Background: an optimization exercise with open tools, aiming at a short achievable clock period and few clock cycles per item. Do not read the settings as production practice. The RTL was checked by simulation tests, not by an equivalence proof against the original design. Power is estimated from default activity; no workload was simulated.

`design/flow/design.v`:
```
module coordinate_to_grid(coord_x, coord_y, grid_x, grid_y);
    input [13:0] coord_x;
    input [12:0] coord_y;
    output [5:0] grid_x;
    output [4:0] grid_y;
    assign grid_x = coord_x[13:8];
    assign grid_y = coord_y[12:8];
endmodule
module ks_adder(a, b, sum, cout);
    parameter W = 8;
    input [W-1:0] a, b;
    output [W-1:0] sum;
    output cout;
    localparam L = (W > 16) ? 5 : (W > 8) ? 4 : (W > 4) ? 3 : (W > 2) ? 2 : 1;
    wire [W-1:0] g [0:L];
    wire [W-1:0] p [0:L];
    assign g[0] = a & b;
    assign p[0] = a ^ b;
    genvar i, k;
    generate
        for (k = 0; k < L; k = k + 1) begin : lvl
            for (i = 0; i < W; i = i + 1) begin : bi
                if (i >= (1 << k)) begin : comb
                    assign g[k+1][i] = g[k][i] | (p[k][i] & g[k][i - (1 << k)]);
                    assign p[k+1][i] = p[k][i] & p[k][i - (1 << k)];
                end
                else begin : thru
                    assign g[k+1][i] = g[k][i];
                    assign p[k+1][i] = p[k][i];
                end
            end
        end
    endgenerate
    assign sum = p[0] ^ {g[L][W-2:0], 1'b0};
    assign cout = g[L][W-1];
endmodule
module step_one(a, inc, dec, y);
    parameter W = 7;
    input [W-1:0] a;
    input inc, dec;
    output [W-1:0] y;
    genvar i;
    generate
        for (i = 0; i < W; i = i + 1) begin : bi
            if (i == 0) begin : b0
                assign y[0] = a[0] ^ (inc | dec);
            end
            else begin : bn
                assign y[i] = a[i] ^ ((inc & (&a[i-1:0])) | (dec & ~(|a[i-1:0])));
            end
        end
    endgenerate
endmodule
module negate(a, y);
    parameter W = 7;
    input [W-1:0] a;
    output [W-1:0] y;
    genvar i;
    generate
        for (i = 0; i < W; i = i + 1) begin : bi
            if (i == 0) begin : b0
                assign y[0] = a[0];
            end
            else begin : bn
                assign y[i] = a[i] ^ (|a[i-1:0]);
            end
        end
    endgenerate
endmodule
module bytian_to_vector(r, x, y, w0, w1);
    input [5:0] r;
    output reg [5:0] x, y;
    output reg w0, w1;
    always @(*) begin
        case (r)
        6'd0: begin x = 6'd0; y = 6'd50; w0 = 1'b0; w1 = 1'b1; end
        6'd1: begin x = 6'd1; y = 6'd49; w0 = 1'b0; w1 = 1'b1; end
        6'd2: begin x = 6'd2; y = 6'd49; w0 = 1'b0; w1 = 1'b1; end
        6'd3: begin x = 6'd3; y = 6'd49; w0 = 1'b0; w1 = 1'b1; end
        6'd4: begin x = 6'd4; y = 6'd49; w0 = 1'b0; w1 = 1'b1; end
        6'd5: begin x = 6'd6; y = 6'd49; w0 = 1'b0; w1 = 1'b1; end
        6'd6: begin x = 6'd7; y = 6'd49; w0 = 1'b0; w1 = 1'b1; end
        6'd7: begin x = 6'd8; y = 6'd49; w0 = 1'b0; w1 = 1'b1; end
        6'd8: begin x = 6'd9; y = 6'd49; w0 = 1'b0; w1 = 1'b1; end
        6'd9: begin x = 6'd10; y = 6'd48; w0 = 1'b0; w1 = 1'b1; end
        6'd10: begin x = 6'd12; y = 6'd48; w0 = 1'b0; w1 = 1'b1; end
        6'd11: begin x = 6'd13; y = 6'd48; w0 = 1'b0; w1 = 1'b1; end
        6'd12: begin x = 6'd14; y = 6'd47; w0 = 1'b0; w1 = 1'b1; end
        6'd13: begin x = 6'd15; y = 6'd47; w0 = 1'b0; w1 = 1'b1; end
        6'd14: begin x = 6'd16; y = 6'd47; w0 = 1'b0; w1 = 1'b1; end
        6'd15: begin x = 6'd17; y = 6'd46; w0 = 1'b0; w1 = 1'b1; end
        6'd16: begin x = 6'd19; y = 6'd46; w0 = 1'b0; w1 = 1'b1; end
        6'd17: begin x = 6'd20; y = 6'd45; w0 = 1'b0; w1 = 1'b1; end
        6'd18: begin x = 6'd21; y = 6'd45; w0 = 1'b0; w1 = 1'b1; end
        6'd19: begin x = 6'd22; y = 6'd44; w0 = 1'b0; w1 = 1'b1; end
        6'd20: begin x = 6'd23; y = 6'd44; w0 = 1'b0; w1 = 1'b1; end
        6'd21: begin x = 6'd24; y = 6'd43; w0 = 1'b0; w1 = 1'b1; end
        6'd22: begin x = 6'd25; y = 6'd42; w0 = 1'b0; w1 = 1'b1; end
        6'd23: begin x = 6'd26; y = 6'd42; w0 = 1'b0; w1 = 1'b1; end
        6'd24: begin x = 6'd27; y = 6'd41; w0 = 1'b0; w1 = 1'b1; end
        6'd25: begin x = 6'd28; y = 6'd40; w0 = 1'b0; w1 = 1'b1; end
        6'd26: begin x = 6'd29; y = 6'd40; w0 = 1'b0; w1 = 1'b1; end
        6'd27: begin x = 6'd30; y = 6'd39; w0 = 1'b0; w1 = 1'b1; end
        6'd28: begin x = 6'd31; y = 6'd38; w0 = 1'b0; w1 = 1'b1; end
        6'd29: begin x = 6'd32; y = 6'd37; w0 = 1'b0; w1 = 1'b1; end
        6'd30: begin x = 6'd33; y = 6'd37; w0 = 1'b0; w1 = 1'b1; end
        6'd31: begin x = 6'd34; y = 6'd36; w0 = 1'b0; w1 = 1'b1; end
        6'd32: begin x = 6'd35; y = 6'd35; w0 = 1'b0; w1 = 1'b0; end
        6'd33: begin x = 6'd36; y = 6'd34; w0 = 1'b1; w1 = 1'b0; end
        6'd34: begin x = 6'd37; y = 6'd33; w0 = 1'b1; w1 = 1'b0; end
        6'd35: begin x = 6'd37; y = 6'd32; w0 = 1'b1; w1 = 1'b0; end
        6'd36: begin x = 6'd38; y = 6'd31; w0 = 1'b1; w1 = 1'b0; end
        6'd37: begin x = 6'd39; y = 6'd30; w0 = 1'b1; w1 = 1'b0; end
        6'd38: begin x = 6'd40; y = 6'd29; w0 = 1'b1; w1 = 1'b0; end
        6'd39: begin x = 6'd40; y = 6'd28; w0 = 1'b1; w1 = 1'b0; end
        6'd40: begin x = 6'd41; y = 6'd27; w0 = 1'b1; w1 = 1'b0; end
        6'd41: begin x = 6'd42; y = 6'd26; w0 = 1'b1; w1 = 1'b0; end
        6'd42: begin x = 6'd42; y = 6'd25; w0 = 1'b1; w1 = 1'b0; end
        6'd43: begin x = 6'd43; y = 6'd24; w0 = 1'b1; w1 = 1'b0; end
        6'd44: begin x = 6'd44; y = 6'd23; w0 = 1'b1; w1 = 1'b0; end
        6'd45: begin x = 6'd44; y = 6'd22; w0 = 1'b1; w1 = 1'b0; end
        6'd46: begin x = 6'd45; y = 6'd21; w0 = 1'b1; w1 = 1'b0; end
        6'd47: begin x = 6'd45; y = 6'd20; w0 = 1'b1; w1 = 1'b0; end
        6'd48: begin x = 6'd46; y = 6'd19; w0 = 1'b1; w1 = 1'b0; end
        6'd49: begin x = 6'd46; y = 6'd17; w0 = 1'b1; w1 = 1'b0; end
        6'd50: begin x = 6'd47; y = 6'd16; w0 = 1'b1; w1 = 1'b0; end
        6'd51: begin x = 6'd47; y = 6'd15; w0 = 1'b1; w1 = 1'b0; end
        6'd52: begin x = 6'd47; y = 6'd14; w0 = 1'b1; w1 = 1'b0; end
        6'd53: begin x = 6'd48; y = 6'd13; w0 = 1'b1; w1 = 1'b0; end
        6'd54: begin x = 6'd48; y = 6'd12; w0 = 1'b1; w1 = 1'b0; end
        6'd55: begin x = 6'd48; y = 6'd10; w0 = 1'b1; w1 = 1'b0; end
        6'd56: begin x = 6'd49; y = 6'd9; w0 = 1'b1; w1 = 1'b0; end
        6'd57: begin x = 6'd49; y = 6'd8; w0 = 1'b1; w1 = 1'b0; end
        6'd58: begin x = 6'd49; y = 6'd7; w0 = 1'b1; w1 = 1'b0; end
        6'd59: begin x = 6'd49; y = 6'd6; w0 = 1'b1; w1 = 1'b0; end
        6'd60: begin x = 6'd49; y = 6'd4; w0 = 1'b1; w1 = 1'b0; end
        6'd61: begin x = 6'd49; y = 6'd3; w0 = 1'b1; w1 = 1'b0; end
        6'd62: begin x = 6'd49; y = 6'd2; w0 = 1'b1; w1 = 1'b0; end
        6'd63: begin x = 6'd49; y = 6'd1; w0 = 1'b1; w1 = 1'b0; end
        default: begin x = 6'd0; y = 6'd0; w0 = 1'b0; w1 = 1'b0; end
        endcase
    end
endmodule
module raytracer(clock, reset,
                 start, pos_x, pos_y, angle,
                 grid_x, grid_y, grid_out,
                 room, push, push_cell, push_vert);
    input clock;
    input reset;
    input start;
    input [13:0] pos_x;
    input [12:0] pos_y;
    input [7:0] angle;
    output [5:0] grid_x;
    output [4:0] grid_y;
    input [2:0] grid_out;
    input room;                  
    output push;                 
    output [2:0] push_cell;      
    output push_vert;            
    reg [6:0] ncols;             
    reg okr;                     
    reg h1;                      
    reg [7:0] an;
    reg [5:0] rx, ry;
    reg rw0, rw1;
    wire [5:0] rom_x, rom_y;
    wire rom_w0, rom_w1;
    bytian_to_vector btv0 (.r(an[5:0]), .x(rom_x), .y(rom_y), .w0(rom_w0), .w1(rom_w1));
    wire [6:0] px = {1'b0, rx};
    wire [6:0] py = {1'b0, ry};
    wire [6:0] mx, my;
    negate #(.W(7)) ngx (.a(px), .y(mx));
    negate #(.W(7)) ngy (.a(py), .y(my));
    reg [6:0] qdx, qdy;
    always @(*) begin
        case (an[7:6])
            2'd0: begin qdx = px; qdy = py; end
            2'd1: begin qdx = py; qdy = mx; end
            2'd2: begin qdx = mx; qdy = my; end
            default: begin qdx = my; qdy = px; end
        endcase
    end
    reg [6:0] ndx, ndy;
    reg nwide;
    reg act;                     
    reg [6:0] dx, dy;
    reg wide;
    reg [6:0] xa, ya;            
    reg incx, decx;              
    reg incy, decy;
    reg [6:0] xb;                
    reg [5:0] yb;                
    reg tcx, tcy;                
    reg rv;
    reg [2:0] gq;
    reg exq, eyq;
    reg [5:0] gx;
    reg [4:0] gy;
    assign grid_x = gx;
    assign grid_y = gy;
    wire [6:0] nxa, nya;
    wire ncxa, ncya;
    ks_adder #(.W(7)) addxa (.a(xa), .b(dx), .sum(nxa), .cout(ncxa));
    ks_adder #(.W(7)) addya (.a(ya), .b(dy), .sum(nya), .cout(ncya));
    wire [6:0] nxb;
    wire [5:0] nyb;
    step_one #(.W(7)) sox (.a(xb), .inc(incx), .dec(decx), .y(nxb));
    step_one #(.W(6)) soy (.a(yb), .inc(incy), .dec(decy), .y(nyb));
    reg hit;                     
    reg cstart;
    wire act_next = cstart | (act & ~hit);
    wire rv_next = act & ~hit;
    wire okr_next = ~h1 & (ncols != 7'd120) & room;
    wire hit_next = rv_next & (grid_out != 3'd0);
    wire cstart_next = okr_next & (~act_next | hit_next);
    assign push = hit;
    assign push_cell = gq;
    assign push_vert = (exq & ~eyq) | (wide & ~(exq ^ eyq));
    always @(posedge clock) begin
        rx <= rom_x;
        ry <= rom_y;
        rw0 <= rom_w0;
        rw1 <= rom_w1;
        ndx <= qdx;
        ndy <= qdy;
        nwide <= an[6] ? rw1 : rw0;
        gq <= grid_out;
        exq <= tcx;
        eyq <= tcy;
        if (cstart) begin
            xa <= pos_x[6:0];
            ya <= pos_y[6:0];
            xb <= pos_x[13:7];
            yb <= pos_y[12:7];
            incx <= 1'b0;
            decx <= 1'b0;
            incy <= 1'b0;
            decy <= 1'b0;
            tcx <= 1'b0;
            tcy <= 1'b0;
            dx <= ndx;
            dy <= ndy;
            wide <= nwide;
        end
        else begin
            xa <= nxa;
            ya <= nya;
            incx <= ncxa & ~dx[6];
            decx <= ~ncxa & dx[6];
            incy <= ncya & ~dy[6];
            decy <= ~ncya & dy[6];
            xb <= nxb;
            yb <= nyb;
            tcx <= (incx & xb[0]) | (decx & ~xb[0]);
            tcy <= (incy & yb[0]) | (decy & ~yb[0]);
        end
        if (reset | ~act_next) begin
            gx <= 6'd0;
            gy <= 5'd0;
        end
        else begin
            gx <= cstart ? pos_x[13:8] : nxb[6:1];
            gy <= cstart ? pos_y[12:8] : nyb[5:1];
        end
        an <= start ? angle + 8'd176 : an + {7'd0, cstart};     
        if (reset) begin
            ncols <= 7'd120;
            act <= 1'b0;
            rv <= 1'b0;
            okr <= 1'b0;
            h1 <= 1'b0;
            hit <= 1'b0;
            cstart <= 1'b0;
        end
        else if (start) begin
            ncols <= 7'd0;
            act <= 1'b0;
            rv <= 1'b0;
            okr <= 1'b0;
            h1 <= 1'b1;
            hit <= 1'b0;
            cstart <= 1'b0;
        end
        else begin
            h1 <= cstart;
            ncols <= ncols + {6'd0, cstart};
            act <= act_next;
            rv <= rv_next;
            okr <= okr_next;
            hit <= hit_next;
            cstart <= cstart_next;
        end
    end
endmodule
module draw_vertical_line(clock, reset,
                          start, have, wcell, vert, pop,
                          done, vga_x, vga_y, vga_colour, vga_write);
    input clock;
    input reset;
    input start;
    input have;                  
    input [2:0] wcell;           
    input vert;                  
    output pop;                  
    output reg done;
    output reg [7:0] vga_x;
    output reg [6:0] vga_y;
    output reg [17:0] vga_colour;
    output reg vga_write;
    reg [6:0] wcol;
    reg [6:0] wy;
    reg col_end;                 
    reg last_col;                
    assign pop = have & col_end;
    always @(posedge clock) begin
        vga_x <= {1'b0, wcol};
        vga_y <= wy;
        if (vert)
            vga_colour <= { {6{wcell[2]}}, {6{wcell[1]}}, {6{wcell[0]}} };
        else
            vga_colour <= { {2{wcell[2]}}, 4'b0, {2{wcell[1]}}, 4'b0, {2{wcell[0]}}, 4'b0 };
        if (reset | start) begin
            wcol <= 7'd0;
            wy <= 7'd0;
            col_end <= 1'b0;
            last_col <= 1'b0;
            vga_write <= 1'b0;
            done <= 1'b0;
        end
        else begin
            vga_write <= have;
            done <= pop & last_col;
            if (have) begin
                if (col_end) begin
                    wy <= 7'd0;
                    col_end <= 1'b0;
                    wcol <= wcol + 7'd1;
                    last_col <= wcol == 7'd118;
                end
                else begin
                    wy <= wy + 7'd1;
                    col_end <= wy == 7'd118;
                end
            end
        end
    end
endmodule
module draw_fpv(clock, reset,
                start, done,
                player_pos_x, player_pos_y, player_angle,
                grid_x, grid_y, grid_out,
                vga_x, vga_y, vga_colour, vga_write);
    input clock;
    input reset;
    input start;
    output done;
    input [13:0] player_pos_x;
    input [12:0] player_pos_y;
    input [7:0] player_angle;
    output [5:0] grid_x;
    output [4:0] grid_y;
    input [2:0] grid_out;
    output [7:0] vga_x;
    output [6:0] vga_y;
    output [17:0] vga_colour;
    output vga_write;
    reg [31:0] q;                
    integer i;
    reg [2:0] wp, rp;
    reg [7:0] occ;               
    wire push, pop;
    wire [2:0] push_cell;
    wire push_vert;
    wire room = ~occ[5];
    wire have = occ[0];
    wire [3:0] head = q[{rp, 2'b00} +: 4];
    raytracer rt0 (.clock(clock),
                   .reset(reset),
                   .start(start),
                   .pos_x(player_pos_x),
                   .pos_y(player_pos_y),
                   .angle(player_angle),
                   .grid_x(grid_x),
                   .grid_y(grid_y),
                   .grid_out(grid_out),
                   .room(room),
                   .push(push),
                   .push_cell(push_cell),
                   .push_vert(push_vert));
    draw_vertical_line dvl0 (.clock(clock),
                             .reset(reset),
                             .start(start),
                             .have(have),
                             .wcell(head[3:1]),
                             .vert(head[0]),
                             .pop(pop),
                             .done(done),
                             .vga_x(vga_x),
                             .vga_y(vga_y),
                             .vga_colour(vga_colour),
                             .vga_write(vga_write));
    always @(posedge clock) begin
        for (i = 0; i < 8; i = i + 1)
            if (push && wp == i)
                q[4*i +: 4] <= {push_cell, push_vert};
        if (reset | start) begin
            wp <= 3'd0;
            rp <= 3'd0;
            occ <= 8'd0;
        end
        else begin
            if (push)
                wp <= wp + 3'd1;
            if (pop)
                rp <= rp + 3'd1;
            if (push & ~pop)
                occ <= {occ[6:0], 1'b1};
            else if (pop & ~push)
                occ <= {1'b0, occ[7:1]};
        end
    end
endmodule
```
`design/flow/flow/run.sh`:
```
#!/bin/bash
# The standard layout (the standard.sh, every step), with the platform's
# full and half adder cells added to DONT_USE_CELLS: synthesis then leaves
# adders as plain gates for abc to map for speed, and no later step places
# an adder cell. Registers are synthesized exactly as in the standard flow.
set -euo pipefail
PLATFORM_CONFIG="$FLOW_HOME/platforms/$FLOW_PLATFORM/config.mk"
# the platform's own list: the words after "export DONT_USE_CELLS +=" up to
# the end of that continued line
PLATFORM_DONT_USE=$(awk '/^export DONT_USE_CELLS/{f=1} f{print} f && !/\\$/{exit}' "$PLATFORM_CONFIG" \
    | sed 's/export DONT_USE_CELLS += //; s/\\//g' | tr -s ' \n' ' ')
ADDERS="sky130_fd_sc_hd__fa_1 sky130_fd_sc_hd__fa_2 sky130_fd_sc_hd__fa_4 sky130_fd_sc_hd__fah_1 sky130_fd_sc_hd__fahcin_1 sky130_fd_sc_hd__fahcon_1 sky130_fd_sc_hd__ha_1 sky130_fd_sc_hd__ha_2 sky130_fd_sc_hd__ha_4"
echo "DONT_USE_CELLS=$PLATFORM_DONT_USE $ADDERS" > dont_use.log
bash standard.sh "DONT_USE_CELLS=$PLATFORM_DONT_USE $ADDERS" MATCH_CELL_FOOTPRINT=0 "BUFFER_PORTS_ARGS=-buffer_cell sky130_fd_sc_hd__buf_6" finish > standard.log 2>&1
```
`design/flow/standard.sh`:
```
#!/bin/bash
# synth_recipe.tcl (not shown) runs the flow's synth.tcl, then flattens the netlist and writes it again
# the make line also repeats each setting of config.mk as NAME=value (left out here)
make -C /OpenROAD-flow-scripts/flow DESIGN_CONFIG=/design/flow/config.mk WORK_HOME=/design/flow/orfs CLKGATE_MAP_FILE= SYNTH_SCRIPT=/design/flow/synth_recipe.tcl "${@:-finish}"
```
`design/flow/config.mk`:
```
export PLATFORM = sky130hd
export DESIGN_NAME = draw_fpv
export DESIGN_NICKNAME = draw_fpv
export VERILOG_FILES = /design/flow/design.v
export SDC_FILE = /design/flow/constraint.sdc
export NUM_CORES = 4
export LEC_CHECK = 0
export ABC_CLOCK_PERIOD_IN_PS = 1800
export CAP_MARGIN = 20
export CORE_MARGIN = 2
export CORE_UTILIZATION = 40
export CTS_BUF_LIST = sky130_fd_sc_hd__clkbuf_8 sky130_fd_sc_hd__clkbuf_16
export PLACE_DENSITY = 0.6
export SETUP_SLACK_MARGIN = 2.9
export SLEW_MARGIN = 20
export SYNTH_MEMORY_MAX_BITS = 16384
```
`design/flow/constraint.sdc`:
```
create_clock -name core_clock -period 4.5 [get_ports {clock}]
set_input_delay 0.9000 -clock core_clock [delete_from_list [all_inputs] [get_ports {clock}]]
set_output_delay 0.9000 -clock core_clock [all_outputs]
set_load 0.01 [all_outputs]
```
==> results of run 1 <==
what timing repair did:
action	CTS	global route
setup buffers	4	10
pin swaps	5	16
endpoints found under the hold margin	0	0
gates resized for setup	61	51
endpoints found under the setup margin	139	97
path summary, 6_finish.rpt:
kind / slack, ps / to / cells past startpoint
worst max register to register: 2830 / rt0.ya[6] / 5
worst min-delay path: 330 / rt0.eyq / 0
worst max-delay path: 2700 / vga_colour[3] / 1
worst min register to register: 330 / rt0.eyq / 0
per-stage QoR:
| stage | total power, mW | util | instance area [sq um] |
|---|---|---|---|
| 2_1_floorplan | 3.10 | - | 8410 |
| 3_3_place_gp | 3.32 | 0.461 | 9380 |
| 3_5_place_dp | 3.33 | 0.461 | 9380 |
| 4_1_cts | 4.79 | 0.497 | 10100 |
| 5_1_grt | 5.15 | 0.508 | 10400 |
| 6_report | 4.87 | 0.508 | 10400 |
report_power, final:
part           internal, mW  switching [mW]  leakage, nW
Sequential             2.10           0.318         1.68
Combinational         0.561           0.478         1.86
Clock                 0.746           0.664        0.277
cells in the final DEF (no fill, tap or decap), drive strengths merged, types with 11 or more instances in the layout:
master | netlist | routed
a21oi | 39 | 39
a31oi | 13 | 13
and3 | 13 | 13
buf | 30 | 98
clkbuf | 35 | 20
dfxtp | 149 | 149
edfxtp | 47 | 47
inv | 16 | 22
mux2i | 21 | 21
nand2 | 93 | 93
nand2b | 11 | 11
nand3 | 11 | 11
nor2 | 87 | 87
nor3 | 24 | 24
o21ai | 64 | 64
xnor2 | 40 | 40
xor2 | 42 | 42
synth_stat cells, types with 5 or more instances:
master / count / area share
o21bai_1: 6 / 0.0054
dfxtp_1: 149 / 0.36
nor3b_1: 6 / 0.0054
nor4_1: 6 / 0.0045
xor2_1: 42 / 0.044
and3_1: 13 / 0.0097
xnor2_1: 40 / 0.042
and2_1: 9 / 0.0067
nor3_1: 24 / 0.014
edfxtp_1: 47 / 0.17
buf_1: 5 / 0.0022
nand2b_1: 11 / 0.0082
nor2b_1: 10 / 0.0075
buf_2: 12 / 0.0072
mux4_2: 9 / 0.024
clkbuf_1: 35 / 0.016
mux2i_1: 21 / 0.025
a221oi_1: 5 / 0.0052
nand3_1: 11 / 0.0066
a21oi_1: 39 / 0.023
nand2_1: 93 / 0.042
buf_4: 13 / 0.012
nor2_1: 87 / 0.039
inv_1: 14 / 0.0063
maj3_1: 5 / 0.0060
o21ai_0: 61 / 0.036
a31oi_1: 13 / 0.0097
nand4_1: 5 / 0.0037
area by class of cell:
cell class              instances  area [sq um]  area share
inverters                      17          63.8     0.00616
well taps                     270           338      0.0326
repair buffers                100          1110       0.107
clock inverters                14           100     0.00967
clock buffers                  18           450      0.0435
flip-flops and latches        196          4490       0.434
multi-input cells             577          3800       0.368
logic make-up (layout without fill, tap and decap cells):
kind of cell	Yosys count	count (layout)	synth area share
other cells	1	1	0.000448
xor+xnor	82	82	0.0858
buf+inv	82	149	0.0444
fa+ha+maj	5	5	0.00598
compound gates	163	163	0.118
mux	35	35	0.0578
simple gates	291	291	0.163
flops	196	196	0.525
per-layer routing:
metal / global-route usage / vias up
met5: 0 / -
met2: 0.221 / 140
li1: - / 3055
met3: 0.0331 / 9
met4: 0.0429 / 0
met1: 0.223 / 2787
==> run notes, run 1 <==
first-pass GRT wire length 26,900 um; FFs w/ async S/R, synth 0; fin crit share 0.400; CORE AREA 20,400 sq um; GPL Wtd Cong 0.800; remaining antenna violation count 0; metal2 WL 7290 um; skew final 13.4 ps; HPWL Detailed 10,400 um; Slew Viols, Final 0; minimum clock period 1800 ps; TNS Setup 0 ps; Mapped Cells 855; final hold violations 0; Clock Sinks 196; worst path cell trace buf_6; Largest stage delay, worst path 360 ps; buffers and inverters on the worst path 1; fill cell total of the finished layout 1,875; Initial DRC Count 445; Crit Path Class register to primary output; Seq/Total Area, Yosys 0.525; RR Startpoint rt0.dy[1]; largest registers q: 32 flops, occ: 8 flops, rt0.an: 8 flops; Avg Vias per Cell 5.03; DRT Pass-1 Iters 5; leakage power 3.82 nW; M1 WL 8500 um; Max Root-Sink Buffers 2; cell family with most CP delay flip-flops; via count 5,991; most flop-heavy register q; number of distinct library cells after synthesis 57; RSZ-0062 raised after global routing true; clock root cell clkbuf_16; HP Start rt0.tcy; DRC violations left 0; Highest Signal Layer met4; layout cells sized above 1 0.262; endpoints failing setup 0; Initial Utilization 0.411; final worst slack 2700 ps; Die Area 22,100 sq um; clock latency on the worst-skew pair 430 ps; Inserted Clock Buffers 17; PwrDens 471 nW/um^2; clock transition at the registers of the reported paths 70 ps; Die X 149 um; vias in the first global route 5,384; Critical Path End Type primary output; CP Data Arrival Time 900 ps; final WL 16,800 um; antenna violations before repair 0; Critical Path Source Type register; max cap viols 0; Post-CTS Hold Fix Bufs 0; WL met3 859 um; Worst Hold Class register to register; worst setup path startpoint dvl0.vga_colour[3]; Overall Global Routing Usage 0.150; final cell count without fillers 1,192; worst endpoint required time 3600 ps; Post-Syn Area per Cell 9.79 sq um; status no timing/DRC/antenna violations; max reg flops 32; placed insts 1,146; global route overflow 0; Final nets 950; worst vdd ir 0.000205 V; depth of the CTS H-tree 4; final hold slack 327 ps; Synth Cell Area 8370 sq um; num rows 52; largest net degree at the start of global routing 48; I/O pins 87; Max Clk Rate 555 MHz; antenna fix cells 0; syn_nets 896; DP Worst Slack 2370 ps; Primary FF master, synth dfxtp_1; Port Buf Inserts 85; slowest cell on the critical path dfxtp_4; Die H 149 um; Yosys warning total 5; flops & latches, synth 196; CTS tree yes; routed len/inst 14.1 um; area grow syn2layout 23.7%; EDFF count, synth 47; critical path peak fanout 4
Testbench counts, summed over its fixed seeds: cycles 923,715, frames 64.
==> run 2, diff against run 1 <==
--- a/design/flow/config.mk
+++ b/design/flow/config.mk
@@ -9,7 +9,6 @@
 export CAP_MARGIN = 20
 export CORE_MARGIN = 2
 export CORE_UTILIZATION = 40
-export CTS_BUF_LIST = sky130_fd_sc_hd__clkbuf_8 sky130_fd_sc_hd__clkbuf_16
 export PLACE_DENSITY = 0.6
 export SETUP_SLACK_MARGIN = 2.9
 export SLEW_MARGIN = 20
==> run notes, run 2 <==
skew final 13.4 ps (unchanged); worst path cell trace buf_6; TNS Setup 0 ps (unchanged); most common cell after layout, fill and taps aside dfxtp_1; area grow syn2layout 23.7% (unchanged); GPL Wtd Cong 0.800 (unchanged); Largest stage delay, worst path 360 ps (about the same); top cell type's share of synthesized area 0.356 (unchanged); Mapped Cells 855 (unchanged); Slew Viols, Final 0 (unchanged); largest cells by area after synthesis dfxtp_1, edfxtp_1, xor2_1, xnor2_1, nand2_1; Crit Path Class register to primary output; cell family with most CP delay flip-flops; CTS tree yes; routed len/inst 14.1 um (about the same); buffers and inverters on the worst path 1 (unchanged); layout cells sized above 1 0.262 (unchanged); Post-synth top cells dfxtp_1, nand2_1, nor2_1, o21ai_0, edfxtp_1; most frequent cells in the layout dfxtp_1, nand2_1, buf_6, nor2_1, o21ai_0; Overall Global Routing Usage 0.150 (unchanged); Critical Path End Type primary output; flops & latches, synth 196 (unchanged); depth of the CTS H-tree 4 (unchanged); Initial DRC Count 445 (unchanged); Placed Area 9380 sq um (unchanged); worst endpoint required time 3600 ps (about the same); max reg flops 32 (unchanged); clock root cell clkbuf_16; cell taking the most area after synthesis dfxtp_1; num rows 52 (unchanged); number of distinct library cells after synthesis 57 (unchanged); worst vdd ir 0.000205 V (about the same); CP Data Arrival Time 900 ps (about the same); Critical Path Source Type register; largest registers q: 32 flops, occ: 8 flops, rt0.an: 8 flops; Max Clk Rate 555 MHz (unchanged); slowest cell on the critical path dfxtp_4; Post-CTS Hold Fix Bufs 0 (unchanged); most flop-heavy register q; fill cell total of the finished layout 1,875 (unchanged); Reg area 4490 sq um (unchanged); Synth Cell Area 8370 sq um (unchanged); Clock Sinks 196 (unchanged); FFs w/ async S/R, synth 0 (unchanged); remaining antenna violation count 0 (unchanged); Yosys warning total 5 (unchanged); final WL 16,800 um (about the same); RR Startpoint rt0.dy[1]; EDFF count, synth 47 (unchanged); HP Start rt0.tcy; DRC violations left 0 (unchanged); final hold slack 327 ps (unchanged); Avg Vias per Cell 5.03 (unchanged); leakage power 3.81 nW (-0.11%); most frequent cell after synthesis dfxtp_1; endpoints failing setup 0 (unchanged); DP Worst Slack 2370 ps (unchanged); Die X 149 um (unchanged); minimum clock period 1800 ps (unchanged); Die Area 22,100 sq um (unchanged); multi-input logic area 3800 sq um (unchanged); CORE AREA 20,400 sq um (unchanged); I/O pins 87 (unchanged); Primary FF master, synth dfxtp_1; register-to-register setup slack 2830 ps (about the same); DRT Pass-1 Iters 5 (unchanged); worst r2r path cells 5 (unchanged); Inserted Clock Buffers 17 (unchanged); final hold violations 0 (unchanged); antenna fix cells 0 (unchanged); Seq/Total Area, Yosys 0.525 (unchanged); syn_nets 896 (unchanged); HPWL Detailed 10,400 um (unchanged); fin crit share 0.400 (unchanged); status no timing/DRC/antenna violations; Port Buf Inserts 85 (unchanged); Final nets 950 (unchanged); antenna violations before repair 0 (unchanged); first-pass GRT wire length 26,900 um (unchanged); clock latency on the worst-skew pair 430 ps (about the same); largest net degree at the start of global routing 48 (unchanged); sink of the worst hold path rt0.eyq; Initial Utilization 0.411 (unchanged); via count 5,991 (unchanged); Max Root-Sink Buffers 2 (unchanged); Worst Hold Class register to register; Tot Pwr 4.87 mW (about the same); Post-Syn Area per Cell 9.79 sq um (unchanged); max cap viols 0 (unchanged); final worst slack 2700 ps (unchanged); hold path cells 0 (unchanged); global route overflow 0 (unchanged); Die H 149 um (unchanged); Design Area, Final 10,400 sq um (unchanged); clock transition at the registers of the reported paths 70 ps (about the same); PwrDens 471 nW/um^2 (about the same); reg2reg end rt0.ya[6]; vias in the first global route 5,384 (unchanged); RSZ-0062 raised after global routing true; critical path peak fanout 4 (unchanged)
==> run 2: cell types whose count changed in the layout (fill, tap and decap cells not counted) <==
cell | previous run | this run
clkbuf_1 | 0 | 1
inv_1 | 15 | 14
==> run 2: cell families (layout without fill, tap and decap cells) <==
kind of cell	Yosys count	after routing	synth area share
xor gates and xnor gates	82	82	0.0858
other	1	1	0.000448
DFF	196	196	0.525
adders and majority gates	5	5	0.00598
and+or+nand+nor	291	291	0.163
buffers and inverters	82	149	0.0444
muxes	35	35	0.0578
AOI/OAI and AO/OA	163	163	0.118
==> run 2: repair_timing <==
item	in CTS	in global routing
pin swaps	5	16
setup buffers	4	10
resized for setup	61	51
setup endpoints to repair	139	97
==> run 2: metal layers <==
metal / track usage / wire length [um]
met3: 0.0331 / 869
met4: 0.0429 / 171
met1: 0.223 / 8500
met2: 0.221 / 7280
met5: 0 / 0
==> run 2: worst max path at each step <==
stage                             from       endpoint  slack, ps  depth (start not counted)
floorplan                        reset     rt0.cstart       2740                          5
global route        dvl0.vga_colour[3]  vga_colour[2]       2660                          1
detailed placement           rt0.an[2]      rt0.an[7]       2370                          5
CTS                 dvl0.vga_colour[9]  vga_colour[8]       2680                          1
global placement             rt0.an[1]      rt0.ry[0]       2430                          5
finish              dvl0.vga_colour[3]  vga_colour[3]       2700                          1
==> run 2: layout make-up <==
type | instances | share of cell area
sequential | 196 | 0.434
multi-input combinational | 577 | 0.368
timing repair buffer | 100 | 0.107
clock buffer | 19 | 0.0439
tap | 270 | 0.0326
clock inverter | 13 | 0.00931
inverter | 17 | 0.00616
==> run 2: stage by stage <==
stage / util / instances
2_1_floorplan: - / 855
4_1_cts: 0.497 / 1182
6_report: 0.508 / 1192
5_1_grt: 0.508 / 1192
3_5_place_dp: 0.461 / 1146
3_3_place_gp: 0.461 / 1146
==> run 2: power by group <==
part	internal, mW	total (mW)	leakage, nW	switching [mW]
Sequential	2.10	2.42	1.68	0.318
Clock	0.748	1.41	0.273	0.664
Combinational	0.561	1.04	1.86	0.479
Total	3.41	4.87	3.81	1.46
==> run 3, diff against run 2 <==
--- a/design/flow/flow/run.sh
+++ b/design/flow/flow/run.sh
@@ -11,4 +11,4 @@
     | sed 's/export DONT_USE_CELLS += //; s/\\//g' | tr -s ' \n' ' ')
 ADDERS="sky130_fd_sc_hd__fa_1 sky130_fd_sc_hd__fa_2 sky130_fd_sc_hd__fa_4 sky130_fd_sc_hd__fah_1 sky130_fd_sc_hd__fahcin_1 sky130_fd_sc_hd__fahcon_1 sky130_fd_sc_hd__ha_1 sky130_fd_sc_hd__ha_2 sky130_fd_sc_hd__ha_4"
 echo "DONT_USE_CELLS=$PLATFORM_DONT_USE $ADDERS" > dont_use.log
-bash standard.sh "DONT_USE_CELLS=$PLATFORM_DONT_USE $ADDERS" MATCH_CELL_FOOTPRINT=0 "BUFFER_PORTS_ARGS=-buffer_cell sky130_fd_sc_hd__buf_6" finish > standard.log 2>&1
+bash standard.sh "DONT_USE_CELLS=$PLATFORM_DONT_USE $ADDERS" MATCH_CELL_FOOTPRINT=0 "BUFFER_PORTS_ARGS=-buffer_cell sky130_fd_sc_hd__buf_4" finish > standard.log 2>&1
==> run notes, run 3 <==
status no timing/DRC/antenna violations; DRT Pass-1 Iters 5 (unchanged); remaining antenna violation count 0 (unchanged); CP Data Arrival Time 900 ps (about the same); Avg Vias per Cell 5.02 (-0.15%); number of distinct library cells after synthesis 57 (unchanged); Die X 149 um (unchanged); fill cell total of the finished layout 1,866 (-0.48%); max cap viols 0 (unchanged); DRC violations left 0 (unchanged); RSZ-0062 raised after global routing true; Die H 149 um (unchanged); flops & latches, synth 196 (unchanged); critical path peak fanout 4 (unchanged); most common cell after layout, fill and taps aside dfxtp_1; area grow syn2layout 22.0%; multi-input logic area 3840 sq um (+1.1%); Mapped Cells 855 (unchanged); Overall Global Routing Usage 0.149 (-0.00135); Post-synth top cells dfxtp_1, nand2_1, nor2_1, o21ai_0, edfxtp_1; max reg flops 32 (unchanged); layout cells sized above 1 0.265 (+0.00246); Slew Viols, Final 0 (unchanged); Clock Sinks 196 (unchanged); Critical Path Source Type register; skew final 11.4 ps (-1.99 ps); clock transition at the registers of the reported paths 70 ps (about the same); largest registers q: 32 flops, occ: 8 flops, rt0.an: 8 flops; I/O pins 87 (unchanged); Max Clk Rate 554 MHz (-0.20%); CTS tree yes; Largest stage delay, worst path 360 ps (about the same); minimum clock period 1800 ps (+3.57 ps); routed len/inst 13.8 um (-2.5%); syn_nets 896 (unchanged); antenna fix cells 0 (unchanged); worst vdd ir 0.000259 V (+26%); largest cells by area after synthesis dfxtp_1, edfxtp_1, xor2_1, xnor2_1, nand2_1; final hold violations 0 (unchanged); depth of the CTS H-tree 4 (unchanged); via count 5,977 (-0.23%); cell family with most CP delay flip-flops; Post-Syn Area per Cell 9.79 sq um (unchanged); Crit Path Class register to primary output; Max Root-Sink Buffers 2 (unchanged); cell taking the most area after synthesis dfxtp_1; final WL 16,400 um (-2.6%); Seq/Total Area, Yosys 0.525 (unchanged); Inserted Clock Buffers 17 (unchanged); Critical Path End Type primary output; antenna violations before repair 0 (unchanged); EDFF count, synth 47 (unchanged); buffers and inverters on the worst path 1 (unchanged); clock root cell clkbuf_16; leakage power 3.75 nW (-1.5%); most frequent cells in the layout dfxtp_1, nand2_1, nor2_1, buf_4, o21ai_0; PwrDens 483 nW/um^2 (+2.6%); Primary FF master, synth dfxtp_1; largest net degree at the start of global routing 48 (unchanged); worst path cell trace buf_6; Synth Cell Area 8370 sq um (unchanged); Worst Hold Class register to register; endpoints failing setup 0 (unchanged); num rows 52 (unchanged); Initial Utilization 0.411 (unchanged); top cell type's share of synthesized area 0.356 (unchanged); GPL Wtd Cong 0.859 (+7.4%); HPWL Detailed 10,300 um (-1.3%); first-pass GRT wire length 26,400 um (-1.7%); CORE AREA 20,400 sq um (unchanged); vias in the first global route 5,334 (-0.93%); global route overflow 0 (unchanged); Final nets 949 (-0.11%); slowest cell on the critical path dfxtp_4; TNS Setup 0 ps (unchanged); fin crit share 0.401 (+0.000793); Die Area 22,100 sq um (unchanged); worst endpoint required time 3600 ps (about the same); FFs w/ async S/R, synth 0 (unchanged); Final Core Density 0.501 (-0.00688); Initial DRC Count 415 (-6.7%); clock latency on the worst-skew pair 430 ps (about the same); Yosys warning total 5 (unchanged); most frequent cell after synthesis dfxtp_1; most flop-heavy register q; Port Buf Inserts 85 (unchanged); Reg area 4480 sq um (-0.19%)
==> run 3: cell types whose count changed in the layout (fill, tap and decap cells not counted), moves of 3 or more <==
cell | before | now
buf_4 | 11 | 58
buf_6 | 85 | 39
and3_1 | 12 | 9
and3_4 | 1 | 4
dfxtp_1 | 98 | 101
==> run 3: layer usage <==
layer / share of wire / global-route usage / up-vias / wire length [um]
met5: 0 / 0 / - / 0
li1: - / - / 3071 / -
met2: 0.44 / 0.223 / 133 / 7290
met4: 0.011 / 0.0529 / 0 / 179
met3: 0.045 / 0.0294 / 13 / 731
met1: 0.50 / 0.216 / 2760 / 8190
==> run 3: stage by stage <==
step / hold WS [ps] / worst slack, ps / std cells / instance area (sq um) / total power [mW]
floorplan: 310 / 2740 / 855 / 8410 / 3.10
global placement: 313 / 2400 / 1146 / 9060 / 3.30
detailed placement: 319 / 2360 / 1146 / 9060 / 3.32
CTS: 328 / 2670 / 1183 / 9950 / 4.84
global route: 332 / 2650 / 1191 / 10200 / 5.22
finish: 328 / 2700 / 1191 / 10200 / 4.93
==> run 3: worst paths after layout <==
kind | startpoint | end | cells after the start | slack [ps]
max reg2reg | rt0.xb[0] | rt0.gx[3] | 5 | 2850
min | rt0.tcx | rt0.exq | 0 | 330
max | dvl0.vga_colour[3] | vga_colour[2] | 1 | 2700
min reg2reg | rt0.tcx | rt0.exq | 0 | 330
==> run 3: layout make-up <==
| cell class | count | area share |
|---|---|---|
| multi-input combinational | 577 | 0.377 |
| tap | 270 | 0.0331 |
| clock inverter | 15 | 0.0140 |
| clock buffer | 17 | 0.0417 |
| inverter | 17 | 0.00662 |
| timing repair buffer | 99 | 0.0896 |
| sequential | 196 | 0.439 |
==> run 3: repair_timing <==
| item | 4_1_cts | 5_1_grt |
|---|---|---|
| resized for setup | 91 | 56 |
| pin swaps | 4 | 7 |
| setup endpoints to repair | 142 | 87 |
| buffers inserted | 5 | 8 |
| hold buffers | 0 | 0 |
==> run 3: cell families after synthesis <==
kind of cell / share of synthesized area
compound gates: 0.118
other cells: 0.000448
flops: 0.525
fa+ha+maj: 0.00598
buf+inv: 0.0444
mux: 0.0578
xor+xnor: 0.0858
simple gates: 0.163
==> run 3: power by group <==
part	internal [mW]	switching [mW]	total, mW	leakage, nW
sequential	2.10	0.316	2.42	1.68
clock	0.777	0.673	1.45	0.281
combinational	0.562	0.499	1.06	1.80
==> run 4, diff against run 3 <==
--- a/design/flow/flow/run.sh
+++ b/design/flow/flow/run.sh
@@ -11,4 +11,4 @@
     | sed 's/export DONT_USE_CELLS += //; s/\\//g' | tr -s ' \n' ' ')
 ADDERS="sky130_fd_sc_hd__fa_1 sky130_fd_sc_hd__fa_2 sky130_fd_sc_hd__fa_4 sky130_fd_sc_hd__fah_1 sky130_fd_sc_hd__fahcin_1 sky130_fd_sc_hd__fahcon_1 sky130_fd_sc_hd__ha_1 sky130_fd_sc_hd__ha_2 sky130_fd_sc_hd__ha_4"
 echo "DONT_USE_CELLS=$PLATFORM_DONT_USE $ADDERS" > dont_use.log
-bash standard.sh "DONT_USE_CELLS=$PLATFORM_DONT_USE $ADDERS" MATCH_CELL_FOOTPRINT=0 "BUFFER_PORTS_ARGS=-buffer_cell sky130_fd_sc_hd__buf_4" finish > standard.log 2>&1
+bash standard.sh "DONT_USE_CELLS=$PLATFORM_DONT_USE $ADDERS" MATCH_CELL_FOOTPRINT=0 "CTS_ARGS=-repair_clock_nets" "BUFFER_PORTS_ARGS=-buffer_cell sky130_fd_sc_hd__buf_6" finish > standard.log 2>&1
==> run notes, run 4 <==
status no timing/DRC/antenna violations; global route overflow 0 (unchanged); HPWL Detailed 10,400 um (+1.3%); worst r2r path cells 5 (unchanged); CORE AREA 20,400 sq um (unchanged); Post-Syn Area per Cell 9.79 sq um (unchanged); DRT Pass-1 Iters 5 (unchanged); Slew Viols, Final 0 (unchanged); Final nets 950 (+0.11%); hold path cells 0 (unchanged); most frequent cells in the layout dfxtp_1, nand2_1, buf_6, nor2_1, o21ai_0; Post-CTS Hold Fix Bufs 0 (unchanged); syn_nets 896 (unchanged); I/O pins 87 (unchanged); flops & latches, synth 196 (unchanged); Worst Hold Class register to register; clock latency on the worst-skew pair 430 ps (about the same); Synth Cell Area 8370 sq um (unchanged); first-pass GRT wire length 26,900 um (+1.8%); minimum clock period 1800 ps (-3.57 ps); clock root cell clkbuf_16; critical path peak fanout 4 (unchanged); Inserted Clock Buffers 17 (unchanged); Critical Path End Type primary output; most frequent cell after synthesis dfxtp_1; most flop-heavy register q; Avg Vias per Cell 5.03 (+0.15%); Post-synth top cells dfxtp_1, nand2_1, nor2_1, o21ai_0, edfxtp_1; Max Root-Sink Buffers 2 (unchanged); clock transition at the registers of the reported paths 70 ps (about the same); buffers and inverters on the worst path 1 (unchanged); M1 GR Usage 0.223 (+0.00712); most common cell after layout, fill and taps aside dfxtp_1; max cap viols 0 (unchanged); DRC violations left 0 (unchanged); antenna violations before repair 0 (unchanged); top cell type's share of synthesized area 0.356 (unchanged); Primary FF master, synth dfxtp_1; vias in the first global route 5,384 (+0.94%); number of distinct library cells after synthesis 57 (unchanged); Initial DRC Count 445 (+7.2%); skew final 13.4 ps (+1.99 ps); worst path cell trace buf_6; Max Clk Rate 555 MHz (+0.20%); Stages on worst setup path 1 (unchanged); final WL 16,800 um (+2.7%); Seq/Total Area, Yosys 0.525 (unchanged); Die Area 22,100 sq um (unchanged); GRT busiest layer met1; Crit Path Class register to primary output; layout cells sized above 1 0.262 (-0.00246); FFs w/ async S/R, synth 0 (unchanged); Overall Global Routing Usage 0.150 (+0.00135); final hold violations 0 (unchanged); final hold slack 327 ps (-0.708 ps); Yosys warning total 5 (unchanged); CTS tree yes; Die H 149 um (unchanged); fin crit share 0.400 (-0.000793); Die X 149 um (unchanged); largest net degree at the start of global routing 48 (unchanged); Tot Pwr 4.87 mW (-1.2%); cell taking the most area after synthesis dfxtp_1; GPL Wtd Cong 0.800 (-6.9%); Initial Utilization 0.411 (unchanged); cell family with most CP delay flip-flops; Largest stage delay, worst path 360 ps (about the same); RSZ-0062 raised after global routing true; endpoints failing setup 0 (unchanged); met2 Use GR 0.221 (-0.00162); Mapped Cells 855 (unchanged); largest cells by area after synthesis dfxtp_1, edfxtp_1, xor2_1, xnor2_1, nand2_1; area grow syn2layout 23.7%; Clock Sinks 196 (unchanged); num rows 52 (unchanged); routed len/inst 14.1 um (+2.6%); TNS Setup 0 ps (unchanged); remaining antenna violation count 0 (unchanged); via count 5,991 (+0.23%); met3 Resource Use GR 0.0331 (+0.00368); CP Data Arrival Time 900 ps (about the same); Critical Path Source Type register; PwrDens 471 nW/um^2 (-2.5%); Port Buf Inserts 85 (unchanged); depth of the CTS H-tree 4 (unchanged); antenna fix cells 0 (unchanged); worst vdd ir 0.000205 V (-21%); worst endpoint required time 3600 ps (about the same); max reg flops 32 (unchanged); largest registers q: 32 flops, occ: 8 flops, rt0.an: 8 flops; leakage power 3.81 nW (+1.5%); EDFF count, synth 47 (unchanged); slowest cell on the critical path dfxtp_4
[run 4: worst reg2reg max path: stages (launching register included)]
cell and delay, ps:
edfxtp_1 420, o211ai_2 280, a31oi_4 130, a211o_1 350, and3_1 190, o31ai_1 210
[run 4: area by class of cell]
class	count	area [sq um]
multi-input cells	577	3800
clock inverters	13	96.3
clock buffers	19	454
inverters	17	63.8
repair buffers	100	1110
flip-flops and latches	196	4490
fillers	1875	10000
well taps	270	338
[run 4: per-layer routing]
layer  vias to the layer above  wire length, um  share of wire
met3                         9              869          0.052
li1                       3055                -              -
met4                         0              171          0.010
met2                       142             7280           0.43
met1                      2785             8500           0.51
met5                         -                0              0
[run 4: power breakdown]
group | leakage [nW] | internal, mW | switching (mW)
Combinational | 1.86 | 0.561 | 0.479
Clock | 0.273 | 0.748 | 0.664
Sequential | 1.68 | 2.10 | 0.318
[run 4: final timing paths]
kind                   end               start  slack [ps]
max          vga_colour[3]  dvl0.vga_colour[3]        2700
min                rt0.eyq             rt0.tcy         330
max reg2reg      rt0.ya[6]           rt0.dy[1]        2830
min reg2reg        rt0.eyq             rt0.tcy         330
[run 4: cells by family after synthesis]
family / synth area share
simple gates: 0.163
fa+ha+maj: 0.00598
compound gates: 0.118
buf+inv: 0.0444
xor+xnor: 0.0858
mux: 0.0578
other cells: 0.000448
flops: 0.525
[run 4: repair_timing]
action	CTS	global route
setup buffers	4	10
endpoints found under the setup margin	139	97
pin swaps	5	16
gates resized for setup	61	51
[run 4: through the flow]
stage | util | cell area, sq um | instances | setup slack [ps]
after floorplan | - | 8410 | 855 | 2740
after global placement | 0.461 | 9380 | 1146 | 2430
after detailed placement | 0.461 | 9380 | 1146 | 2370
after CTS | 0.497 | 10100 | 1182 | 2680
after global routing | 0.508 | 10400 | 1192 | 2660
final | 0.508 | 10400 | 1192 | 2700
==> run 5, diff against run 4 <==
--- a/design/flow/flow/run.sh
+++ b/design/flow/flow/run.sh
@@ -11,4 +11,4 @@
     | sed 's/export DONT_USE_CELLS += //; s/\\//g' | tr -s ' \n' ' ')
 ADDERS="sky130_fd_sc_hd__fa_1 sky130_fd_sc_hd__fa_2 sky130_fd_sc_hd__fa_4 sky130_fd_sc_hd__fah_1 sky130_fd_sc_hd__fahcin_1 sky130_fd_sc_hd__fahcon_1 sky130_fd_sc_hd__ha_1 sky130_fd_sc_hd__ha_2 sky130_fd_sc_hd__ha_4"
 echo "DONT_USE_CELLS=$PLATFORM_DONT_USE $ADDERS" > dont_use.log
-bash standard.sh "DONT_USE_CELLS=$PLATFORM_DONT_USE $ADDERS" MATCH_CELL_FOOTPRINT=0 "CTS_ARGS=-repair_clock_nets" "BUFFER_PORTS_ARGS=-buffer_cell sky130_fd_sc_hd__buf_6" finish > standard.log 2>&1
+bash standard.sh "DONT_USE_CELLS=$PLATFORM_DONT_USE $ADDERS" MATCH_CELL_FOOTPRINT=0 "CTS_ARGS=-repair_clock_nets -sink_clustering_enable -sink_clustering_size 24 -sink_clustering_max_diameter 80 -sink_clustering_levels 1" "BUFFER_PORTS_ARGS=-buffer_cell sky130_fd_sc_hd__buf_6" finish > standard.log 2>&1
==> run notes, run 5 <==
status no timing/DRC/antenna violations; Final Core Density 0.508 (unchanged); Post-synth top cells dfxtp_1, nand2_1, nor2_1, o21ai_0, edfxtp_1; routed len/inst 14.1 um (unchanged); largest cells by area after synthesis dfxtp_1, edfxtp_1, xor2_1, xnor2_1, nand2_1; antenna fix cells 0 (unchanged); GPL Wtd Cong 0.800 (unchanged); max reg flops 32 (unchanged); vias in the first global route 5,384 (unchanged); depth of the CTS H-tree 4 (unchanged); fill cell total of the finished layout 1,875 (unchanged); most frequent cell after synthesis dfxtp_1; Critical Path End Type primary output; Final nets 950 (unchanged); FFs w/ async S/R, synth 0 (unchanged); global route overflow 0 (unchanged); hold path cells 0 (unchanged); Reg power frac 0.497 (about the same); Stages on worst setup path 1 (unchanged); DRC violations left 0 (unchanged); Largest stage delay, worst path 360 ps (about the same); largest registers q: 32 flops, occ: 8 flops, rt0.an: 8 flops; worst r2r path cells 5 (unchanged); EDFF count, synth 47 (unchanged); CTS tree yes; Max Clk Rate 555 MHz (unchanged); DRT Pass-1 Iters 5 (unchanged); clock transition at the registers of the reported paths 70 ps (about the same); Synth Cell Area 8370 sq um (unchanged); slowest cell on the critical path dfxtp_4; worst vdd ir 0.000205 V (unchanged); Slew Viols, Final 0 (unchanged); most common cell after layout, fill and taps aside dfxtp_1; largest net degree at the start of global routing 48 (unchanged); TNS Setup 0 ps (unchanged); most frequent cells in the layout dfxtp_1, nand2_1, buf_6, nor2_1, o21ai_0; cell family with most CP delay flip-flops; most flop-heavy register q; layout cells sized above 1 0.262 (unchanged); max cap viols 0 (unchanged); I/O pins 87 (unchanged); HP Start rt0.tcy; num rows 52 (unchanged); minimum clock period 1800 ps (unchanged); skew final 13.4 ps (unchanged); Mapped Cells 855 (unchanged); area grow syn2layout 23.7% (unchanged); cell taking the most area after synthesis dfxtp_1; clock latency on the worst-skew pair 430 ps (about the same); HPWL Detailed 10,400 um (unchanged); Clock Sinks 196 (unchanged); final hold violations 0 (unchanged); buffers and inverters on the worst path 1 (unchanged); worst endpoint required time 3600 ps (about the same); final WL 16,800 um (unchanged); flops & latches, synth 196 (unchanged); Port Buf Inserts 85 (unchanged); combinational share of power 0.213 (about the same); Die H 149 um (unchanged); CP Data Arrival Time 900 ps (about the same); PwrDens 471 nW/um^2 (unchanged); Initial Utilization 0.411 (unchanged); final cell count without fillers 1,192 (unchanged); Post-CTS Hold Fix Bufs 0 (unchanged); remaining antenna violation count 0 (unchanged); Seq/Total Area, Yosys 0.525 (unchanged); CORE AREA 20,400 sq um (unchanged); antenna violations before repair 0 (unchanged); Worst Hold Class register to register; first-pass GRT wire length 26,900 um (unchanged); Avg Vias per Cell 5.03 (unchanged); leakage power 3.81 nW (unchanged); Critical Path Source Type register; Crit Path Class register to primary output; final hold slack 327 ps (unchanged); worst path cell trace buf_6; RR Startpoint rt0.dy[1]; number of distinct library cells after synthesis 57 (unchanged); Inserted Clock Buffers 17 (unchanged); switching power 1.46 mW (unchanged); top cell type's share of synthesized area 0.356 (unchanged); Primary FF master, synth dfxtp_1; worst setup path startpoint dvl0.vga_colour[3]; clock root cell clkbuf_16; Clk pwr share 0.290 (about the same); placed insts 1,146 (unchanged); syn_nets 896 (unchanged); via count 5,991 (unchanged); critical path peak fanout 4 (unchanged); Die Area 22,100 sq um (unchanged); Initial DRC Count 445 (unchanged); Yosys warning total 5 (unchanged); Overall Global Routing Usage 0.150 (unchanged); fin crit share 0.400 (unchanged); endpoints failing setup 0 (unchanged); RSZ-0062 raised after global routing true; Switching Fraction 0.300 (unchanged); Int Power 3.41 mW (unchanged); Max Root-Sink Buffers 2 (unchanged); Post-Syn Area per Cell 9.79 sq um (unchanged); Die X 149 um (unchanged)
## run 5: what timing repair did
action,CTS,global route
setup buffers,4,10
gates resized for setup,61,51
pin swaps,5,16
endpoints found under the hold margin,0,0
setup endpoints to repair,139,97
## run 5: worst paths after layout
check | slack, ps | endpoint
worst max-delay path | 2700 | vga_colour[3]
worst min-delay path | 330 | rt0.eyq
worst max register to register | 2830 | rt0.ya[6]
worst min register to register | 330 | rt0.eyq
## run 5: final cells by class
cell class / instances / area [sq um] / share of cell area
sequential: 196 / 4490 / 0.434
inverter: 17 / 63.8 / 0.00616
timing repair buffer: 100 / 1110 / 0.107
multi-input combinational: 577 / 3800 / 0.368
tap: 270 / 338 / 0.0326
clock buffer: 19 / 454 / 0.0439
clock inverter: 13 / 96.3 / 0.00931
## run 5: logic make-up after synthesis
group	share of synthesized area
flip-flops	0.525
XOR/XNOR	0.0858
buffers and inverters	0.0444
AO/OA/AOI/OAI	0.118
multiplexers	0.0578
adder cells (fa/ha/maj)	0.00598
AND/OR/NAND/NOR	0.163
other	0.000448
## run 5: stage by stage
stage | area (sq um) | total power [mW] | setup slack [ps]
after global routing | 10400 | 5.16 | 2660
after CTS | 10100 | 4.79 | 2680
after global placement | 9380 | 3.32 | 2430
after floorplan | 8410 | 3.10 | 2740
after detailed placement | 9380 | 3.33 | 2370
final | 10400 | 4.87 | 2700
## run 5: power by group through the flow
stage / Sequential, mW / Combinational [mW] / Clock (mW)
3_5_place_dp: 2.44 / 0.897 / 0
5_1_grt: 2.47 / 1.16 / 1.53
6_report: 2.42 / 1.04 / 1.41
3_3_place_gp: 2.43 / 0.882 / 0
2_1_floorplan: 2.32 / 0.783 / 0
4_1_cts: 2.40 / 0.943 / 1.45
## run 5: metal layers
metal / global-route usage / up-vias / wire length, um
li1: - / 3055 / -
met1: 0.223 / 2785 / 8500
met2: 0.221 / 142 / 7280
met3: 0.0331 / 9 / 869
met4: 0.0429 / 0 / 171
met5: 0 / - / 0
==> run 6, diff against run 5 <==
==> design/flow/flow/run.sh (replaced) <==
#!/bin/bash
set -euo pipefail
PLATFORM_CONFIG="$FLOW_HOME/platforms/$FLOW_PLATFORM/config.mk"
# the platform's own list: the words after "export DONT_USE_CELLS +=" up to
# the end of that continued line
PLATFORM_DONT_USE=$(awk '/^export DONT_USE_CELLS/{f=1} f{print} f && !/\\$/{exit}' "$PLATFORM_CONFIG" \
    | sed 's/export DONT_USE_CELLS += //; s/\\//g' | tr -s ' \n' ' ')
ADDERS="sky130_fd_sc_hd__fa_1 sky130_fd_sc_hd__fa_2 sky130_fd_sc_hd__fa_4 sky130_fd_sc_hd__fah_1 sky130_fd_sc_hd__fahcin_1 sky130_fd_sc_hd__fahcon_1 sky130_fd_sc_hd__ha_1 sky130_fd_sc_hd__ha_2 sky130_fd_sc_hd__ha_4"
echo "DONT_USE_CELLS=$PLATFORM_DONT_USE $ADDERS" > dont_use.log
bash standard.sh "DONT_USE_CELLS=$PLATFORM_DONT_USE $ADDERS" MATCH_CELL_FOOTPRINT=0 \
    "BUFFER_PORTS_ARGS=-buffer_cell sky130_fd_sc_hd__buf_6" finish > standard.log 2>&1
==> run notes, run 6 <==
Largest stage delay, worst path 360 ps (about the same); flops & latches, synth 196 (unchanged); HPWL Detailed 10,400 um (unchanged); fin crit share 0.400 (unchanged); largest registers q: 32 flops, occ: 8 flops, rt0.an: 8 flops; Mapped Cells 855 (unchanged); worst r2r path cells 5 (unchanged); Initial Utilization 0.411 (unchanged); RSZ-0062 raised after global routing true; minimum clock period 1800 ps (unchanged); final WL 16,800 um (unchanged); global route overflow 0 (unchanged); worst endpoint required time 3600 ps (about the same); leakage power 3.81 nW (unchanged); cell family with most CP delay flip-flops; TNS Setup 0 ps (unchanged); worst vdd ir 0.000205 V (unchanged); Die H 149 um (unchanged); fill cell total of the finished layout 1,875 (unchanged); buffers and inverters on the worst path 1 (unchanged); Die Area 22,100 sq um (unchanged); largest cells by area after synthesis dfxtp_1, edfxtp_1, xor2_1, xnor2_1, nand2_1; area grow syn2layout 23.7% (unchanged); most common cell after layout, fill and taps aside dfxtp_1; routed len/inst 14.1 um (unchanged); Max Clk Rate 555 MHz (unchanged); worst path cell trace buf_6; clock transition at the registers of the reported paths 70 ps (about the same); GPL Wtd Cong 0.800 (unchanged); DRT Pass-1 Iters 5 (unchanged); combinational share of power 0.213 (about the same); Critical Path End Type primary output; CTS tree yes; most frequent cells in the layout dfxtp_1, nand2_1, buf_6, nor2_1, o21ai_0; cell taking the most area after synthesis dfxtp_1; met3 Resource Use GR 0.0331 (unchanged); skew final 13.4 ps (unchanged); Reg area 4490 sq um (unchanged); worst setup path startpoint dvl0.vga_colour[3]; Reg power frac 0.497 (about the same); Switching Fraction 0.300 (unchanged); Inserted Clock Buffers 17 (unchanged); Slew Viols, Final 0 (unchanged); most frequent cell after synthesis dfxtp_1; Final nets 950 (unchanged); FFs w/ async S/R, synth 0 (unchanged); Avg Vias per Cell 5.03 (unchanged); Overall Global Routing Usage 0.150 (unchanged); antenna violations before repair 0 (unchanged); GRT busiest layer met1; Final Core Density 0.508 (unchanged); Critical Path Source Type register; M1 GR Usage 0.223 (unchanged); final hold violations 0 (unchanged); number of distinct library cells after synthesis 57 (unchanged); switching power 1.46 mW (unchanged); RR Startpoint rt0.dy[1]; Stages on worst setup path 1 (unchanged); Max Root-Sink Buffers 2 (unchanged); Post-Syn Area per Cell 9.79 sq um (unchanged); syn_nets 896 (unchanged); vias in the first global route 5,384 (unchanged); multi-input logic area 3800 sq um (unchanged); HP Start rt0.tcy; reg2reg end rt0.ya[6]; Clk pwr share 0.290 (about the same); most flop-heavy register q; clock root cell clkbuf_16; Initial DRC Count 445 (unchanged); Yosys warning total 5 (unchanged); Primary FF master, synth dfxtp_1; Clock Sinks 196 (unchanged); Crit Path Class register to primary output; top cell type's share of synthesized area 0.356 (unchanged); Post-synth top cells dfxtp_1, nand2_1, nor2_1, o21ai_0, edfxtp_1; Die X 149 um (unchanged); clock latency on the worst-skew pair 430 ps (about the same); Port Buf Inserts 85 (unchanged); register-to-register setup slack 2830 ps (about the same); Int Power 3.41 mW (unchanged); max cap viols 0 (unchanged); layout cells sized above 1 0.262 (unchanged); antenna fix cells 0 (unchanged); Synth Cell Area 8370 sq um (unchanged); Post-CTS Hold Fix Bufs 0 (unchanged); CP Data Arrival Time 900 ps (about the same); end point of the critical path vga_colour[3]; EDFF count, synth 47 (unchanged); slowest cell on the critical path dfxtp_4; num rows 52 (unchanged); Seq/Total Area, Yosys 0.525 (unchanged); I/O pins 87 (unchanged); met2 Use GR 0.221 (unchanged); first-pass GRT wire length 26,900 um (unchanged); largest net degree at the start of global routing 48 (unchanged); critical path peak fanout 4 (unchanged); Worst Hold Class register to register; depth of the CTS H-tree 4 (unchanged); PwrDens 471 nW/um^2 (unchanged); endpoints failing setup 0 (unchanged); max reg flops 32 (unchanged); DRC violations left 0 (unchanged); CORE AREA 20,400 sq um (unchanged); via count 5,991 (unchanged); status no timing/DRC/antenna violations; remaining antenna violation count 0 (unchanged)
-- run 6: through the flow --
stage                     power (mW)  setup WS, ps  cell area (sq um)  instances  hold slack [ps]
after floorplan                 3.10          2740               8410        855              310
after global placement          3.32          2430               9380       1146              311
after detailed placement        3.33          2370               9380       1146              320
after CTS                       4.79          2680              10100       1182              331
after global routing            5.16          2660              10400       1192              335
final                           4.87          2700              10400       1192              327
-- run 6: area by class of cell --
| cell class | instances | share of cell area |
|---|---|---|
| timing repair buffer | 100 | 0.107 |
| clock inverter | 13 | 0.00931 |
| clock buffer | 19 | 0.0439 |
| sequential | 196 | 0.434 |
| inverter | 17 | 0.00616 |
| multi-input combinational | 577 | 0.368 |
| tap | 270 | 0.0326 |
-- run 6: how the worst min path moves through the flow --
stage,endpoint,depth (start not counted)
6_report,rt0.eyq,0
5_1_grt,rt0.eyq,0
4_1_cts,rt0.eyq,0
3_5_place_dp,rt0.exq,0
3_3_place_gp,rt0.exq,0
2_1_floorplan,rt0.exq,0
-- run 6: cells by family (layout without fill, tap and decap cells) --
group	after synthesis	after routing	share of synthesized area
and+or+nand+nor	291	291	0.163
DFF	196	196	0.525
AOI/OAI and AO/OA	163	163	0.118
adders and majority gates	5	5	0.00598
xor gates and xnor gates	82	82	0.0858
other	1	1	0.000448
muxes	35	35	0.0578
buffers and inverters	82	149	0.0444
-- run 6: metal layers --
metal | vias up | wire (um)
li1 | 3055 | -
met2 | 142 | 7280
met5 | - | 0
met4 | 0 | 171
met3 | 9 | 869
met1 | 2785 | 8500
-- run 6: power groups by stage --
stage	Combinational [mW]	Clock (mW)	Sequential [mW]
after floorplan	0.783	0	2.32
after global placement	0.882	0	2.43
after detailed placement	0.897	0	2.44
after CTS	0.943	1.45	2.40
after global routing	1.16	1.53	2.47
final	1.04	1.41	2.42
-- run 6: timing repair --
item,in CTS,in global routing
endpoints found under the setup margin,139,97
pin swaps,5,16
resized for setup,61,51
buffers inserted,4,10
==> run 7, diff against run 6 <==
==> design/flow/run.sh (new file) <==
#!/bin/bash
# synth_recipe.tcl (not shown) runs the flow's synth.tcl, then flattens the netlist and writes it again
# the make line also repeats each setting of config.mk as NAME=value (left out here)
make -C /OpenROAD-flow-scripts/flow DESIGN_CONFIG=/design/flow/config.mk WORK_HOME=/design/flow/orfs CLKGATE_MAP_FILE= SYNTH_SCRIPT=/design/flow/synth_recipe.tcl finish
removed: design/flow/flow/run.sh
removed: design/flow/standard.sh
==> run notes, run 7 <==
status no timing/DRC/antenna violations; antenna fix cells 0 (unchanged); area grow syn2layout 24.3%; clock transition at the registers of the reported paths 70 ps (about the same); worst r2r path cells 7 (+2); M1 GR Usage 0.201 (-0.0221); worst vdd ir 0.000215 V (+4.7%); Overall Global Routing Usage 0.150 (-0.000167); most common cell after layout, fill and taps aside dfxtp_1; cell family with most CP delay flip-flops; largest cells by area after synthesis dfxtp_1, edfxtp_1, ha_1, mux4_2, o21ai_0; Design Area, Final 11,000 sq um (+5.9%); GPL Wtd Cong 0.764 (-4.5%); global route overflow 0 (unchanged); worst path cell trace buf_6; max cap viols 0 (unchanged); DRT Pass-1 Iters 4 (-1); reg2reg end rt0.ndy[5]; end point of the critical path vga_colour[13]; Worst Hold Class register to register; Critical Path Source Type register; Critical Path End Type primary output; vias in the first global route 5,701 (+5.9%); worst setup path startpoint dvl0.vga_colour[12]; Crit Path Class register to primary output; Die H 153 um (+2.6%); largest family of logic cells by synthesized area simple AND/OR/NAND/NOR gates; final hold violations 0 (unchanged); buffers and inverters on the worst path 1 (unchanged); worst endpoint required time 3600 ps (about the same); Avg Vias per Cell 5.06 (+0.67%); most frequent cells in the layout dfxtp_1, nor2_1, nand2_1, edfxtp_1, o21ai_0; Stages on worst setup path 1 (unchanged); Port Buf Inserts 85 (unchanged); cell taking the most area after synthesis dfxtp_1; final hold slack 333 ps (+5.58 ps); slowest cell on the critical path dfxtp_4; Seq/Total Area, Yosys 0.498 (-0.0267); Clock Sinks 196 (unchanged); post-synthesis compound-gate area fraction 0.116 (-0.00217); most flop-heavy register q; top cell type's share of synthesized area 0.338 (-0.0181); Final Core Density 0.504 (-0.00422); critical path peak fanout 4 (unchanged); I/O pins 87 (unchanged); simple-gate portion of the synthesized area 0.139 (-0.0242); depth of the CTS H-tree 4 (unchanged); RSZ-0062 raised after global routing true; CORE AREA 21,800 sq um (+6.8%); minimum clock period 1820 ps (+22.0 ps); Tot Pwr 5.22 mW (+7.1%); antenna violations before repair 0 (unchanged); Primary FF master, synth dfxtp_1; via count 6,117 (+2.1%); number of distinct library cells after synthesis 59 (+3.5%); TNS Setup 0 ps (unchanged); clock latency on the worst-skew pair 440 ps (about the same); Post-Syn Area per Cell 10.6 sq um (+8.0%); HPWL Detailed 11,100 um (+6.0%); clock root cell clkbuf_16; Die Area 23,300 sq um (+5.2%); layout cells sized above 1 0.253 (-0.00951); flops & latches, synth 196 (unchanged); Inserted Clock Buffers 17 (unchanged); met2 Use GR 0.240 (+0.0190); PwrDens 476 nW/um^2 (+1.1%); final worst slack 2680 ps (-22.0 ps); leakage power 4.15 nW (+9.0%); post-synthesis adder-cell area fraction 0.0840 (+0.0780); met3 Resource Use GR 0.0398 (+0.00669); Die X 153 um (+2.6%)
-- run 7: cell types whose count changed after synthesis, moves of 7 or more --
| cell | delta |
|---|---|
| inv_1 | +14 |
| nor3_1 | -12 |
| a21oi_1 | -16 |
| xor2_1 | -22 |
| mux4_2 | +8 |
| nor2_1 | -15 |
| nand2_1 | -29 |
| o22ai_1 | +7 |
| xnor2_1 | -20 |
| clkbuf_1 | -17 |
| ha_1 | +56 |
| a211oi_1 | +15 |
-- run 7: cell families (layout without fill, tap and decap cells) --
| family | Yosys count | in the layout |
|---|---|---|
| buffers and inverters | 84 | 178 |
| adders and majority gates | 58 | 58 |
| and+or+nand+nor | 246 | 247 |
| AOI/OAI and AO/OA | 161 | 161 |
| other | 1 | 1 |
| xor gates and xnor gates | 40 | 40 |
| muxes | 48 | 48 |
| DFF | 196 | 196 |
-- run 7: area by class of cell --
class                           instances  area (sq um)
Timing Repair Buffer                  115          1080
Inverter                               31           140
Fill cell                            1941         10800
Clock inverter                         14           123
Sequential cell                       196          4460
Tap cell                              280           350
Multi-Input combinational cell        555          4380
Clock buffer                           18           429
-- run 7: per-layer routing --
layer | share of wire | wire [um]
met4 | 0.012 | 217
met1 | 0.48 | 8320
met2 | 0.48 | 8350
met5 | 0 | 0
met3 | 0.034 | 597
-- run 7: repair_timing --
action / 4_1_cts / 5_1_grt
resized for setup: 264 / 71
buffers inserted: 14 / 9
pin swaps: 13 / 22
endpoints found under the setup margin: 135 / 93
hold buffers: 0 / 0
cloned: 3 / 1
-- run 7: worst min path at each step --
stage	start	to	cells after the start
after CTS	rt0.tcx	rt0.exq	0
after global placement	rt0.tcy	rt0.eyq	0
final	rt0.tcx	rt0.exq	0
after detailed placement	rt0.tcy	rt0.eyq	0
after global routing	rt0.tcy	rt0.eyq	0
after floorplan	rt0.tcx	rt0.exq	0
-- run 7: worst register-to-register path: stages (launching register included) --
cell	delay, ps
dfxtp_2	330
inv_2	70
ha_4	140
nor3b_4	220
ha_4	180
nor2_2	40
mux4_2	450
or2_4	230
-- run 7: where the power goes --
| part | total (mW) | internal [mW] | switching, mW |
|---|---|---|---|
| clock network | 1.42 | 0.724 | 0.693 |
| logic | 1.46 | 0.767 | 0.689 |
| registers | 2.35 | 2.12 | 0.228 |
| total | 5.22 | 3.61 | 1.61 |

Setup slack of run 7, layout unchanged: 2.677 ns with ideal ports, 2.634 ns with driving cells assumed (clock clkbuf_16, inputs buf_2), 2.507 ns with port delays also shifted by the 0.474 ns mid clock arrival.
